From an optimization exercise on the open Yosys and OpenROAD flow, aimed at small area and a short achievable clock period; shortcuts taken in it are not production practice.
At most, simulation tests tie the RTL to the original design; equivalence was not proved.
Power figures rest on the tool's default switching activity, not on a simulated workload.

==> 12-15: inputs <==
==> flow/design.v <==
`timescale 1ns / 1ps
module execute(
    input clk,
    input [1:0] ctlwb_in, ctlm_in,
    input [31:0] npc, rdata1, rdata2, s_extend,
    input [4:0] instr_2016, instr_1511,
    input [1:0] alu_op,
    input [5:0] funct,
    input alusrc, regdst,
    output reg [1:0] ctlwb_out, ctlm_out,
    output reg [31:0] adder_out, alu_result_out, rdata2_out,
    output reg [4:0] muxout_out
);
    wire rtype    = (alu_op == 2'b10);
    wire f_add    = rtype & (funct == 6'b100000);
    wire f_sub    = rtype & (funct == 6'b100010);
    wire op_and   = rtype & (funct == 6'b100100);
    wire op_or    = rtype & (funct == 6'b100101);
    wire op_slt   = rtype & (funct == 6'b101010);
    wire op_arith = (alu_op == 2'b00) | (alu_op == 2'b01) | f_add | f_sub;
    wire sub      = alu_op[0] | (alu_op[1] & funct[1]);
    wire [31:0] ax = rdata1 ^ {32{sub}};
    wire [31:0] b  = alusrc ? s_extend : rdata2;
    wire [31:0] ag = ax & b;
    wire [31:0] at = ax | b;
    wire [31:0] ah = ax ^ b;
    reg [31:0] g, t;
    integer i, j;
    always @(*) begin
        g = ag;
        t = at;
        for (i = 0; i < 5; i = i + 1)
            for (j = (2 << i) - 1; j < 32; j = j + (2 << i)) begin
                g[j] = g[j] | (t[j] & g[j - (1 << i)]);
                t[j] = t[j] & t[j - (1 << i)];
            end
        for (i = 3; i >= 0; i = i - 1)
            for (j = (3 << i) - 1; j < 32; j = j + (2 << i)) begin
                g[j] = g[j] | (t[j] & g[j - (1 << i)]);
                t[j] = t[j] & t[j - (1 << i)];
            end
    end
    wire [31:0] c  = {g[30:0], 1'b0};
    wire        lt = g[31];
    wire [31:0] hs  = ah ^ {32{sub}};
    wire [31:0] lg  = ({32{op_and}} & ag) | ({32{op_or}} & at);
    wire [31:0] r0  = ({32{op_arith}} & hs) | lg;
    wire [31:0] r1  = ({32{op_arith}} & ~hs) | lg;
    wire [31:0] alu_result = (c & r1) | (~c & r0) | {31'b0, op_slt & lt};
    wire [31:0] bg0 = npc & s_extend;
    wire [31:0] bp0 = npc ^ s_extend;
    reg  [31:0] bg, bp;
    integer l, k;
    always @(*) begin
        bg = bg0;
        bp = bp0;
        for (l = 0; l < 5; l = l + 1)
            for (k = (2 << l) - 1; k < 32; k = k + (2 << l)) begin
                bg[k] = bg[k] | (bp[k] & bg[k - (1 << l)]);
                bp[k] = bp[k] & bp[k - (1 << l)];
            end
        for (l = 3; l >= 0; l = l - 1)
            for (k = (3 << l) - 1; k < 32; k = k + (2 << l)) begin
                bg[k] = bg[k] | (bp[k] & bg[k - (1 << l)]);
                bp[k] = bp[k] & bp[k - (1 << l)];
            end
    end
    wire [31:0] branch = bp0 ^ {bg[30:0], 1'b0};
    always @(posedge clk) begin
        ctlwb_out      <= ctlwb_in;
        ctlm_out       <= ctlm_in;
        adder_out      <= branch;
        alu_result_out <= alu_result;
        rdata2_out     <= rdata2;
        muxout_out     <= regdst ? instr_1511 : instr_2016;
    end
endmodule
==> flow/flow/run.sh <==
#!/bin/bash
# The standard layout (standard.sh) with: synthesis through flow/synth.tcl
# (ABC mapping script flow/abc.script, no full/half-adder cell extraction),
# and plain buf_1 cells as the port buffers.
set -euo pipefail
cd "$(dirname "$0")/.."
export MY_ABC_SCRIPT=$PWD/flow/abc.script
bash standard.sh SYNTH_SCRIPT=$PWD/flow/synth.tcl ADDER_MAP_FILE= BUFFER_PORTS_ARGS="-buffer_cell sky130_fd_sc_hd__buf_1" MATCH_CELL_FOOTPRINT=0 finish > standard.log 2>&1
==> flow/flow/abc.script <==
strash
dch -f
map -D 1600
topo
buffer -c
upsize -c
dnsize -c
==> flow/flow/synth.tcl <==
# The standard synthesis (synth_recipe.tcl), with ABC's mapping script
# replaced by flow/abc.script (delay-driven mapping).
proc synth {args} { yosys synth -nofsm -noshare {*}$args }
proc abc {args} {
  set i [lsearch $args -script]
  if {$i >= 0} { lset args [expr {$i+1}] $::env(MY_ABC_SCRIPT) }
  yosys abc {*}$args
}
source $::env(SCRIPTS_DIR)/synth.tcl
# left out here: clear keep_hierarchy, flatten, clean up, hide names made inside functions, write 1_2_yosys.v
==> flow/standard.sh <==
#!/bin/bash
# synth_recipe.tcl (not shown) runs the flow's synth.tcl, then flattens the netlist and writes it again
# the make line also repeats each setting of config.mk as NAME=value (left out here)
make -C /OpenROAD-flow-scripts/flow DESIGN_CONFIG=/design/flow/config.mk WORK_HOME=/design/flow/orfs CLKGATE_MAP_FILE= SYNTH_SCRIPT=/design/flow/synth_recipe.tcl "${@:-finish}"
==> flow/config.mk <==
export PLATFORM = sky130hd
export DESIGN_NAME = execute
export DESIGN_NICKNAME = execute
export VERILOG_FILES = /design/flow/design.v
export SDC_FILE = /design/flow/constraint.sdc
export NUM_CORES = 4
export LEC_CHECK = 0
export CAP_MARGIN = 20
export CORE_MARGIN = 2
export CORE_UTILIZATION = 40
export CTS_BUF_LIST = sky130_fd_sc_hd__clkbuf_8
export CTS_CLUSTER_SIZE = 12
export GPL_TIMING_DRIVEN = 0
export SETUP_SLACK_MARGIN = 1.2
export SLEW_MARGIN = 20
export TNS_END_PERCENT = 0
==> flow/constraint.sdc <==
create_clock -name core_clock -period 3.6 [get_ports {clk}]
set_input_delay 0.7200 -clock core_clock [delete_from_list [all_inputs] [get_ports {clk}]]
set_output_delay 0.7200 -clock core_clock [all_outputs]
set_load 0.01 [all_outputs]
==> 02-06 (differences from 12-15) <==
==> flow/design.v, changed modules only <==
module execute(
    input clk,
    input [1:0] ctlwb_in, ctlm_in,
    input [31:0] npc, rdata1, rdata2, s_extend,
    input [4:0] instr_2016, instr_1511,
    input [1:0] alu_op,
    input [5:0] funct,
    input alusrc, regdst,
    output reg [1:0] ctlwb_out, ctlm_out,
    output reg [31:0] adder_out, alu_result_out, rdata2_out,
    output reg [4:0] muxout_out
);
    wire rtype   = (alu_op == 2'b10);
    wire f_add   = rtype & (funct == 6'b100000);
    wire f_sub   = rtype & (funct == 6'b100010);
    wire op_and  = rtype & (funct == 6'b100100);
    wire op_or   = rtype & (funct == 6'b100101);
    wire op_slt  = rtype & (funct == 6'b101010);
    wire op_arith = (alu_op == 2'b00) | (alu_op == 2'b01) | f_add | f_sub;
    wire sub     = (alu_op == 2'b01) | f_sub | op_slt;
    wire [31:0] a = rdata1;
    wire [31:0] b = alusrc ? s_extend : rdata2;
    wire [31:0] bx = alusrc ? (s_extend ^ {32{sub}}) : (rdata2 ^ {32{sub}});
    wire [31:0] g0 = a & bx;
    wire [31:0] t0 = a | bx;
    wire [31:0] h  = t0 & ~g0;           
    reg  [31:0] g, t;
    integer i, j;
    always @(*) begin
        g = g0;
        t = t0;
        g[0] = g0[0] | (t0[0] & sub);
        for (i = 0; i < 5; i = i + 1)
            for (j = 0; j < 32; j = j + 1)
                if (j[i]) begin
                    g[j] = g[j] | (t[j] & g[((j >> i) << i) - 1]);
                    t[j] = t[j] & t[((j >> i) << i) - 1];
                end
    end
    wire [31:0] c = {g[30:0], sub};
    wire lt = ~g[31];
    wire [31:0] logic_r = ({32{op_and}} & (a & b)) | ({32{op_or}} & (a | b));
    wire [31:0] r0 = ({32{op_arith}} & h) | logic_r;
    wire [31:0] r1 = ({32{op_arith}} & ~h) | logic_r;
    wire [31:0] alu_result = ((c & r1) | (~c & r0)) | {31'b0, op_slt & lt};
    always @(posedge clk) begin
        ctlwb_out      <= ctlwb_in;
        ctlm_out       <= ctlm_in;
        adder_out      <= npc + s_extend;
        alu_result_out <= alu_result;
        rdata2_out     <= rdata2;
        muxout_out     <= regdst ? instr_1511 : instr_2016;
    end
endmodule
==> flow/flow/run.sh (replaced) <==
#!/bin/bash
# The standard layout (standard.sh) with: synthesis through flow/synth.tcl
# (ABC mapping script flow/abc.script, no full/half-adder cell extraction),
# and plain buf_1 cells as the port buffers.
set -euo pipefail
cd "$(dirname "$0")/.."
export MY_ABC_SCRIPT=$PWD/flow/abc.script
bash standard.sh SYNTH_SCRIPT=$PWD/flow/synth.tcl ADDER_MAP_FILE= BUFFER_PORTS_ARGS="-buffer_cell sky130_fd_sc_hd__buf_1"  finish > standard.log 2>&1
==> flow/flow/abc.script (replaced) <==
strash
dch -f
map -D 1200
topo
buffer -c
upsize -c
dnsize -c
CTS_BUF_LIST = unset   (was sky130_fd_sc_hd__clkbuf_8)
CTS_CLUSTER_SIZE = unset   (was 12)
TNS_END_PERCENT = unset   (was 0)
==> 10-27 (differences from 12-15) <==
==> flow/flow/abc.script (replaced) <==
strash
dch -f
amap
topo
buffer -c
upsize -c
dnsize -c
CTS_BUF_LIST = unset   (was sky130_fd_sc_hd__clkbuf_8)
CTS_CLUSTER_SIZE = unset   (was 12)
SETUP_SLACK_MARGIN = unset   (was 1.2)
TNS_END_PERCENT = unset   (was 0)
==> notes <==
Against 02-06, the die area of 10-27 is smaller by about 30%.
In 02-06 the clock-buffer cell count is lower than in 10-27, by 1.
The highest global-route usage belongs to 02-06, the lowest to 12-15.
Combinational power, highest first: 02-06, 12-15, 10-27.
The lowest critical path depth belongs to 02-06, the highest to 10-27.
Final area: 10-27 < 12-15 < 02-06.
Between 12-15 and 10-27, the lower synthesized cell count is in 10-27 (gap 9.6%, measured against 10-27).
Core utilization, lowest first: 12-15, 10-27, 02-06.
For 02-06, only the layout was checked, not whether the RTL still works.


==> run a: inputs <==
// execute: RTL as listed in full above, without the edits since
==> flow/config.mk <==
export PLATFORM = sky130hd
export DESIGN_NAME = execute
export DESIGN_NICKNAME = execute
export VERILOG_FILES = /design/flow/design.v
export SDC_FILE = /design/flow/constraint.sdc
export NUM_CORES = 4
export LEC_CHECK = 0
export CAP_MARGIN = 20
export CORE_MARGIN = 2
export CORE_UTILIZATION = 40
export GPL_TIMING_DRIVEN = 0
export SETUP_SLACK_MARGIN = 1.2
export SLEW_MARGIN = 20
export TNS_END_PERCENT = 0
==> flow/constraint.sdc <==
create_clock -name core_clock -period 3.6 [get_ports {clk}]
set_input_delay 0.7200 -clock core_clock [delete_from_list [all_inputs] [get_ports {clk}]]
set_output_delay 0.7200 -clock core_clock [all_outputs]
set_load 0.01 [all_outputs]
standard.sh (not shown) runs the stock make flow with config.mk's settings and CLKGATE_MAP_FILE= SYNTH_SCRIPT=/design/flow/synth_recipe.tcl, a recipe that flattens the netlist after the stock synthesis.
==> flow/flow/run.sh <==
#!/bin/bash
# The standard layout (standard.sh) with: synthesis through flow/synth.tcl
# (ABC mapping script flow/abc.script, no full/half-adder cell extraction),
# and plain buf_1 cells as the port buffers.
set -euo pipefail
cd "$(dirname "$0")/.."
export MY_ABC_SCRIPT=$PWD/flow/abc.script
bash standard.sh SYNTH_SCRIPT=$PWD/flow/synth.tcl ADDER_MAP_FILE= BUFFER_PORTS_ARGS="-buffer_cell sky130_fd_sc_hd__buf_1" MATCH_CELL_FOOTPRINT=0 finish > standard.log 2>&1
==> flow/flow/abc.script <==
strash
dch -f
map -D 1600
==> flow/flow/synth.tcl <==
# The standard synthesis (synth_recipe.tcl), with ABC's mapping script
# replaced by flow/abc.script (delay-driven mapping).
proc synth {args} { yosys synth -nofsm -noshare {*}$args }
proc abc {args} {
  set i [lsearch $args -script]
  if {$i >= 0} { lset args [expr {$i+1}] $::env(MY_ABC_SCRIPT) }
  yosys abc {*}$args
}
source $::env(SCRIPTS_DIR)/synth.tcl
# left out here: clear keep_hierarchy, flatten, clean up, hide names made inside functions, write 1_2_yosys.v
==> run b (differences from run a) <==
==> flow/design.v (replaced) <==
`timescale 1ns / 1ps
module execute(
    input clk,
    input [1:0] ctlwb_in, ctlm_in,
    input [31:0] npc, rdata1, rdata2, s_extend,
    input [4:0] instr_2016, instr_1511,
    input [1:0] alu_op,
    input [5:0] funct,
    input alusrc, regdst,
    output reg [1:0] ctlwb_out, ctlm_out,
    output reg [31:0] adder_out, alu_result_out, rdata2_out,
    output reg [4:0] muxout_out
);
    wire rtype   = (alu_op == 2'b10);
    wire f_add   = rtype & (funct == 6'b100000);
    wire f_sub   = rtype & (funct == 6'b100010);
    wire op_and  = rtype & (funct == 6'b100100);
    wire op_or   = rtype & (funct == 6'b100101);
    wire op_slt  = rtype & (funct == 6'b101010);
    wire op_arith = (alu_op == 2'b00) | (alu_op == 2'b01) | f_add | f_sub;
    wire sub     = (alu_op == 2'b01) | f_sub | op_slt;
    wire [31:0] a = rdata1;
    wire [31:0] b = alusrc ? s_extend : rdata2;
    wire [31:0] bx = b ^ {32{sub}};
    wire [33:0] s = {1'b0, a, 1'b1} + {1'b0, bx, sub};
    wire [31:0] sum = s[32:1];
    wire lt = ~s[33];
    wire [31:0] alu_result = ({32{op_arith}} & sum)
                           | ({32{op_and}} & (a & b))
                           | ({32{op_or}} & (a | b))
                           | {31'b0, op_slt & lt};
    always @(posedge clk) begin
        ctlwb_out      <= ctlwb_in;
        ctlm_out       <= ctlm_in;
        adder_out      <= npc + s_extend;
        alu_result_out <= alu_result;
        rdata2_out     <= rdata2;
        muxout_out     <= regdst ? instr_1511 : instr_2016;
    end
endmodule
==> flow/run.sh (new file) <==
#!/bin/bash
# synth_recipe.tcl (not shown) runs the flow's synth.tcl, then flattens the netlist and writes it again
# the make line also repeats each setting of config.mk as NAME=value (left out here)
make -C /OpenROAD-flow-scripts/flow DESIGN_CONFIG=/design/flow/config.mk WORK_HOME=/design/flow/orfs CLKGATE_MAP_FILE= SYNTH_SCRIPT=/design/flow/synth_recipe.tcl finish
- GPL_TIMING_DRIVEN: 0 -> default
- SETUP_SLACK_MARGIN: 1.2 -> default
- TNS_END_PERCENT: 0 -> default
removed: flow/flow/run.sh
removed: flow/flow/abc.script
removed: flow/flow/synth.tcl
removed: flow/standard.sh
==> flow_summary.toml <==
[status]
status = "finished clean"

[floorplanning]
rows = 49

[placement]
place_area_um2 = 11140

[final_layout]
clockBufferCount = 10
That was run b.
==> flow_summary.toml <==
[floorplanning]
rows = 45
die_w_um = 127.9

[final_layout]
clockBufferCount = 9

[sta]
setup_ws_ns = 0.9282

[status]
status = "finished clean"

[placement]
place_area_um2 = 7555
That was run a.
No functional check of the RTL was part of run b.


==> 11-02 <==
execute, a different RTL version from the one above (not shown whole).
==> module execute, before the edit <==
module execute(
    input clk,
    input [1:0] ctlwb_in, ctlm_in,
    input [31:0] npc, rdata1, rdata2, s_extend,
    input [4:0] instr_2016, instr_1511,
    input [1:0] alu_op,
    input [5:0] funct,
    input alusrc, regdst,
    output reg [1:0] ctlwb_out, ctlm_out,
    output reg [31:0] adder_out, alu_result_out, rdata2_out,
    output reg [4:0] muxout_out
);
    wire rtype    = (alu_op == 2'b10);
    wire f_add    = rtype & (funct == 6'b100000);
    wire f_sub    = rtype & (funct == 6'b100010);
    wire op_and   = rtype & (funct == 6'b100100);
    wire op_or    = rtype & (funct == 6'b100101);
    wire op_slt   = rtype & (funct == 6'b101010);
    wire op_arith = (alu_op == 2'b00) | (alu_op == 2'b01) | f_add | f_sub;
    wire sub      = alu_op[0] | (alu_op[1] & funct[1]);
    wire [31:0] ax = rdata1 ^ {32{sub}};
    wire [31:0] b  = alusrc ? s_extend : rdata2;
    wire [31:0] ag = ax & b;
    wire [31:0] at = ax | b;
    wire [31:0] ah = ax ^ b;
    reg [31:0] g, t;
    integer i, j;
    always @(*) begin
        g = ag;
        t = at;
        for (i = 0; i < 5; i = i + 1)
            for (j = (2 << i) - 1; j < 32; j = j + (2 << i)) begin
                g[j] = g[j] | (t[j] & g[j - (1 << i)]);
                t[j] = t[j] & t[j - (1 << i)];
            end
        for (i = 3; i >= 0; i = i - 1)
            for (j = (3 << i) - 1; j < 32; j = j + (2 << i)) begin
                g[j] = g[j] | (t[j] & g[j - (1 << i)]);
                t[j] = t[j] & t[j - (1 << i)];
            end
    end
    wire [31:0] c  = {g[30:0], 1'b0};
    wire        lt = g[31];
    wire [31:0] hs  = ah ^ {32{sub}};
    wire [31:0] lg  = ({32{op_and}} & ag) | ({32{op_or}} & at);
    wire [31:0] r0  = ({32{op_arith}} & hs) | lg;
    wire [31:0] r1  = ({32{op_arith}} & ~hs) | lg;
    wire [31:0] alu_result = (c & r1) | (~c & r0) | {31'b0, op_slt & lt};
    wire [31:0] bg0 = npc & s_extend;
    wire [31:0] bp0 = npc ^ s_extend;
    reg  [31:0] bg, bp;
    integer l, k;
    always @(*) begin
        bg = bg0;
        bp = bp0;
        for (l = 0; l < 5; l = l + 1)
            for (k = 0; k < 32; k = k + 1)
                if (k[l]) begin
                    bg[k] = bg[k] | (bp[k] & bg[((k >> l) << l) - 1]);
                    bp[k] = bp[k] & bp[((k >> l) << l) - 1];
                end
    end
    wire [31:0] branch = bp0 ^ {bg[30:0], 1'b0};
    always @(posedge clk) begin
        ctlwb_out      <= ctlwb_in;
        ctlm_out       <= ctlm_in;
        adder_out      <= branch;
        alu_result_out <= alu_result;
        rdata2_out     <= rdata2;
        muxout_out     <= regdst ? instr_1511 : instr_2016;
    end
endmodule
export LEC_CHECK = 0
export CAP_MARGIN = 20
export CORE_MARGIN = 2
export CORE_UTILIZATION = 40
export GPL_TIMING_DRIVEN = 0
export SETUP_SLACK_MARGIN = 1.2
export SLEW_MARGIN = 20
export TNS_END_PERCENT = 0
create_clock -name core_clock -period 3.6 [get_ports {clk}]
==> flow/flow/run.sh <==
#!/bin/bash
# The standard layout (standard.sh) with: synthesis through flow/synth.tcl
# (ABC mapping script flow/abc.script, no full/half-adder cell extraction),
# and plain buf_1 cells as the port buffers.
set -euo pipefail
cd "$(dirname "$0")/.."
export MY_ABC_SCRIPT=$PWD/flow/abc.script
bash standard.sh SYNTH_SCRIPT=$PWD/flow/synth.tcl ADDER_MAP_FILE= BUFFER_PORTS_ARGS="-buffer_cell sky130_fd_sc_hd__buf_1" MATCH_CELL_FOOTPRINT=0 finish > standard.log 2>&1
==> flow/flow/abc.script <==
strash
dch -f
map -D 1300
topo
buffer -c
upsize -c
dnsize -c
==> flow/flow/synth.tcl <==
# The standard synthesis (synth_recipe.tcl), with ABC's mapping script
# replaced by flow/abc.script (delay-driven mapping).
proc synth {args} { yosys synth -nofsm -noshare {*}$args }
proc abc {args} {
  set i [lsearch $args -script]
  if {$i >= 0} { lset args [expr {$i+1}] $::env(MY_ABC_SCRIPT) }
  yosys abc {*}$args
}
source $::env(SCRIPTS_DIR)/synth.tcl
# left out here: clear keep_hierarchy, flatten, clean up, hide names made inside functions, write 1_2_yosys.v
==> 01-13 (differences from 11-02) <==
--- a/flow/design.v
+++ b/flow/design.v
@@ -20,4 +20,8 @@
     wire op_arith = (alu_op == 2'b00) | (alu_op == 2'b01) | f_add | f_sub;
-    wire sub      = alu_op[0] | (alu_op[1] & funct[1]);
-    wire [31:0] ax = rdata1 ^ {32{sub}};
+    wire sub0     = alu_op[0] | (alu_op[1] & funct[1]);
+    wire sub1     = (alu_op[0] & ~alu_op[1]) | (alu_op[1] & funct[1]);
+    wire sub2     = alu_op[0] ^ (alu_op[1] & funct[1]);
+    wire sub3     = alu_op[0] ? ~alu_op[1] : (alu_op[1] & funct[1]);
+    wire [31:0] subv = {{8{sub3}}, {8{sub2}}, {8{sub1}}, {8{sub0}}};
+    wire [31:0] ax = rdata1 ^ subv;
     wire [31:0] b  = alusrc ? s_extend : rdata2;
@@ -25,3 +29,2 @@
     wire [31:0] at = ax | b;
-    wire [31:0] ah = ax ^ b;
     reg [31:0] g, t;
@@ -32,8 +35,3 @@
         for (i = 0; i < 5; i = i + 1)
-            for (j = (2 << i) - 1; j < 32; j = j + (2 << i)) begin
-                g[j] = g[j] | (t[j] & g[j - (1 << i)]);
-                t[j] = t[j] & t[j - (1 << i)];
-            end
-        for (i = 3; i >= 0; i = i - 1)
-            for (j = (3 << i) - 1; j < 32; j = j + (2 << i)) begin
+            for (j = 31; j >= (1 << i); j = j - 1) begin
                 g[j] = g[j] | (t[j] & g[j - (1 << i)]);
@@ -44,3 +42,3 @@
     wire        lt = g[31];
-    wire [31:0] hs  = ah ^ {32{sub}};
+    wire [31:0] hs  = rdata1 ^ b;
     wire [31:0] lg  = ({32{op_and}} & ag) | ({32{op_or}} & at);
@@ -57,7 +55,11 @@
         for (l = 0; l < 5; l = l + 1)
-            for (k = 0; k < 32; k = k + 1)
-                if (k[l]) begin
-                    bg[k] = bg[k] | (bp[k] & bg[((k >> l) << l) - 1]);
-                    bp[k] = bp[k] & bp[((k >> l) << l) - 1];
-                end
+            for (k = (2 << l) - 1; k < 32; k = k + (2 << l)) begin
+                bg[k] = bg[k] | (bp[k] & bg[k - (1 << l)]);
+                bp[k] = bp[k] & bp[k - (1 << l)];
+            end
+        for (l = 3; l >= 0; l = l - 1)
+            for (k = (3 << l) - 1; k < 32; k = k + (2 << l)) begin
+                bg[k] = bg[k] | (bp[k] & bg[k - (1 << l)]);
+                bp[k] = bp[k] & bp[k - (1 << l)];
+            end
     end
==> flow/flow/abc.script (replaced) <==
strash
dch -f
map -D 1600
topo
buffer -c
upsize -c
dnsize -c
==> 06-16 (differences from 11-02) <==
==> flow/design.v (replaced) <==
`timescale 1ns / 1ps
module execute(
    input clk,
    input [1:0] ctlwb_in, ctlm_in,
    input [31:0] npc, rdata1, rdata2, s_extend,
    input [4:0] instr_2016, instr_1511,
    input [1:0] alu_op,
    input [5:0] funct,
    input alusrc, regdst,
    output reg [1:0] ctlwb_out, ctlm_out,
    output reg [31:0] adder_out, alu_result_out, rdata2_out,
    output reg [4:0] muxout_out
);
    wire rtype   = (alu_op == 2'b10);
    wire f_add   = rtype & (funct == 6'b100000);
    wire f_sub   = rtype & (funct == 6'b100010);
    wire op_and  = rtype & (funct == 6'b100100);
    wire op_or   = rtype & (funct == 6'b100101);
    wire op_slt  = rtype & (funct == 6'b101010);
    wire op_arith = (alu_op == 2'b00) | (alu_op == 2'b01) | f_add | f_sub;
    wire sub     = (alu_op == 2'b01) | f_sub | op_slt;
    wire [31:0] a = rdata1;
    wire [31:0] b = alusrc ? s_extend : rdata2;
    wire [31:0] bx = alusrc ? (s_extend ^ {32{sub}}) : (rdata2 ^ {32{sub}});
    wire [31:0] g0 = a & bx;
    wire [31:0] t0 = a | bx;
    wire [31:0] h  = t0 & ~g0;           
    reg  [31:0] g, t;
    integer i, j;
    always @(*) begin
        g = g0;
        t = t0;
        g[0] = g0[0] | (t0[0] & sub);
        for (i = 0; i < 5; i = i + 1)
            for (j = 0; j < 32; j = j + 1)
                if (j[i]) begin
                    g[j] = g[j] | (t[j] & g[((j >> i) << i) - 1]);
                    t[j] = t[j] & t[((j >> i) << i) - 1];
                end
    end
    wire [31:0] c = {g[30:0], sub};
    wire lt = ~g[31];
    wire [31:0] logic_r = ({32{op_and}} & (a & b)) | ({32{op_or}} & (a | b));
    wire [31:0] r0 = ({32{op_arith}} & h) | logic_r;
    wire [31:0] r1 = ({32{op_arith}} & ~h) | logic_r;
    wire [31:0] alu_result = ((c & r1) | (~c & r0)) | {31'b0, op_slt & lt};
    always @(posedge clk) begin
        ctlwb_out      <= ctlwb_in;
        ctlm_out       <= ctlm_in;
        adder_out      <= npc + s_extend;
        alu_result_out <= alu_result;
        rdata2_out     <= rdata2;
        muxout_out     <= regdst ? instr_1511 : instr_2016;
    end
endmodule
--- a/flow/flow/run.sh
+++ b/flow/flow/run.sh
@@ -7,2 +7,2 @@
 export MY_ABC_SCRIPT=$PWD/flow/abc.script
-bash standard.sh SYNTH_SCRIPT=$PWD/flow/synth.tcl ADDER_MAP_FILE= BUFFER_PORTS_ARGS="-buffer_cell sky130_fd_sc_hd__buf_1" MATCH_CELL_FOOTPRINT=0 finish > standard.log 2>&1
+bash standard.sh SYNTH_SCRIPT=$PWD/flow/synth.tcl ADDER_MAP_FILE= BUFFER_PORTS_ARGS="-buffer_cell sky130_fd_sc_hd__buf_1"  finish > standard.log 2>&1
==> flow/flow/abc.script (replaced) <==
strash
dch -f
map -D 1600
topo
buffer -c
upsize -c
dnsize -c
SETUP_SLACK_MARGIN = 0.9   (was 1.2)
==> 04-27 (differences from 11-02) <==
==> flow/design.v (replaced) <==
`timescale 1ns / 1ps
module execute(
    input clk,
    input [1:0] ctlwb_in, ctlm_in,
    input [31:0] npc, rdata1, rdata2, s_extend,
    input [4:0] instr_2016, instr_1511,
    input [1:0] alu_op,
    input [5:0] funct,
    input alusrc, regdst,
    output reg [1:0] ctlwb_out, ctlm_out,
    output reg [31:0] adder_out, alu_result_out, rdata2_out,
    output reg [4:0] muxout_out
);
    wire rtype   = (alu_op == 2'b10);
    wire f_add   = rtype & (funct == 6'b100000);
    wire f_sub   = rtype & (funct == 6'b100010);
    wire op_and  = rtype & (funct == 6'b100100);
    wire op_or   = rtype & (funct == 6'b100101);
    wire op_slt  = rtype & (funct == 6'b101010);
    wire op_arith = (alu_op == 2'b00) | (alu_op == 2'b01) | f_add | f_sub;
    wire sub     = (alu_op == 2'b01) | f_sub | op_slt;
    wire [31:0] a = rdata1;
    wire [31:0] b = alusrc ? s_extend : rdata2;
    wire [31:0] bx = b ^ {32{sub}};
    wire [33:0] s = {1'b0, a, 1'b1} + {1'b0, bx, sub};
    wire [31:0] sum = s[32:1];
    wire lt = ~s[33];
    wire [31:0] alu_result = ({32{op_arith}} & sum)
                           | ({32{op_and}} & (a & b))
                           | ({32{op_or}} & (a | b))
                           | {31'b0, op_slt & lt};
    always @(posedge clk) begin
        ctlwb_out      <= ctlwb_in;
        ctlm_out       <= ctlm_in;
        adder_out      <= npc + s_extend;
        alu_result_out <= alu_result;
        rdata2_out     <= rdata2;
        muxout_out     <= regdst ? instr_1511 : instr_2016;
    end
endmodule
==> flow/run.sh (new file) <==
#!/bin/bash
# synth_recipe.tcl (not shown) runs the flow's synth.tcl, then flattens the netlist and writes it again
# the make line also repeats each setting of config.mk as NAME=value (left out here)
make -C /OpenROAD-flow-scripts/flow DESIGN_CONFIG=/design/flow/config.mk WORK_HOME=/design/flow/orfs CLKGATE_MAP_FILE= SYNTH_SCRIPT=/design/flow/synth_recipe.tcl finish
ABC_CLOCK_PERIOD_IN_PS = 1500   (was not set)
SETUP_SLACK_MARGIN = 1.5   (was 1.2)
TNS_END_PERCENT = not set   (was 0)
removed: flow/flow/run.sh
removed: flow/flow/abc.script
removed: flow/flow/synth.tcl
removed: flow/standard.sh
==> summary.txt <==
04-27 ran to the end with no violations. 06-16 completed without violations. 11-02 completed without violations. 01-13 passed the timing, DRC and antenna checks.
Between 04-27 and 06-16, the lower critical path depth is in 04-27 (gap 2).
Between 01-13 and 11-02, the lower cell area is in 11-02 (gap about 13%, measured against 11-02).
Die area: 01-13 is lower than 04-27 (about 2.3%).
Total power, lowest first: 11-02, 06-16, 01-13, 04-27.
No functional check of the RTL was part of any run of this note.

separate check: timing with driven ports:
The results above use ideal ports. As a check the final layouts listed here were re-extracted and re-timed, cells and wires unchanged.
Step 1 assumes that a clkbuf_16 drives the clock port and a buf_2 every other input.
Step 2 adds t to the input delays and takes it off the output delays; t is the mean of the earliest and latest rising clock arrival at the registers after step 1. Input paths then give back, and output paths get back, about the clock's delay inside the block.
Three values: no drivers, after step 1, after step 2; two values: the first two.
run	shift t [ns]	slack for setup (ns)	worst register clock-pin slew, ns	cell pins on the clock port's net
12-15	0.422	0.982 / 0.975 / 0.552	0.12 / 0.12	1
02-06	0.408	1.047 / 1.042 / 0.634	0.09 / 0.09	1
10-27	0.398	0.088 / 0.102 / -0.296	0.08 / 0.08	1
run a	0.395	0.928 / 0.923 / 0.529	0.08 / 0.08	1
run b	0.400	0.132 / 0.157 / -0.244	0.08 / 0.08	1
11-02	0.392	1.038 / 1.049 / 0.657	0.08 / 0.08	1
01-13	0.403	0.976 / 0.980 / 0.577	0.08 / 0.08	1
06-16	0.401	0.698 / 0.719 / 0.318	0.07 / 0.07	1
04-27	0.404	0.299 / 0.301 / -0.103	0.07 / 0.07	1
With both steps, setup timing fails in 10-27, run b and 04-27, where it was met with ideal ports. The setup slack of 12-15, which loses most, moves by -0.007 ns with the drivers and by -0.430 ns with both steps.
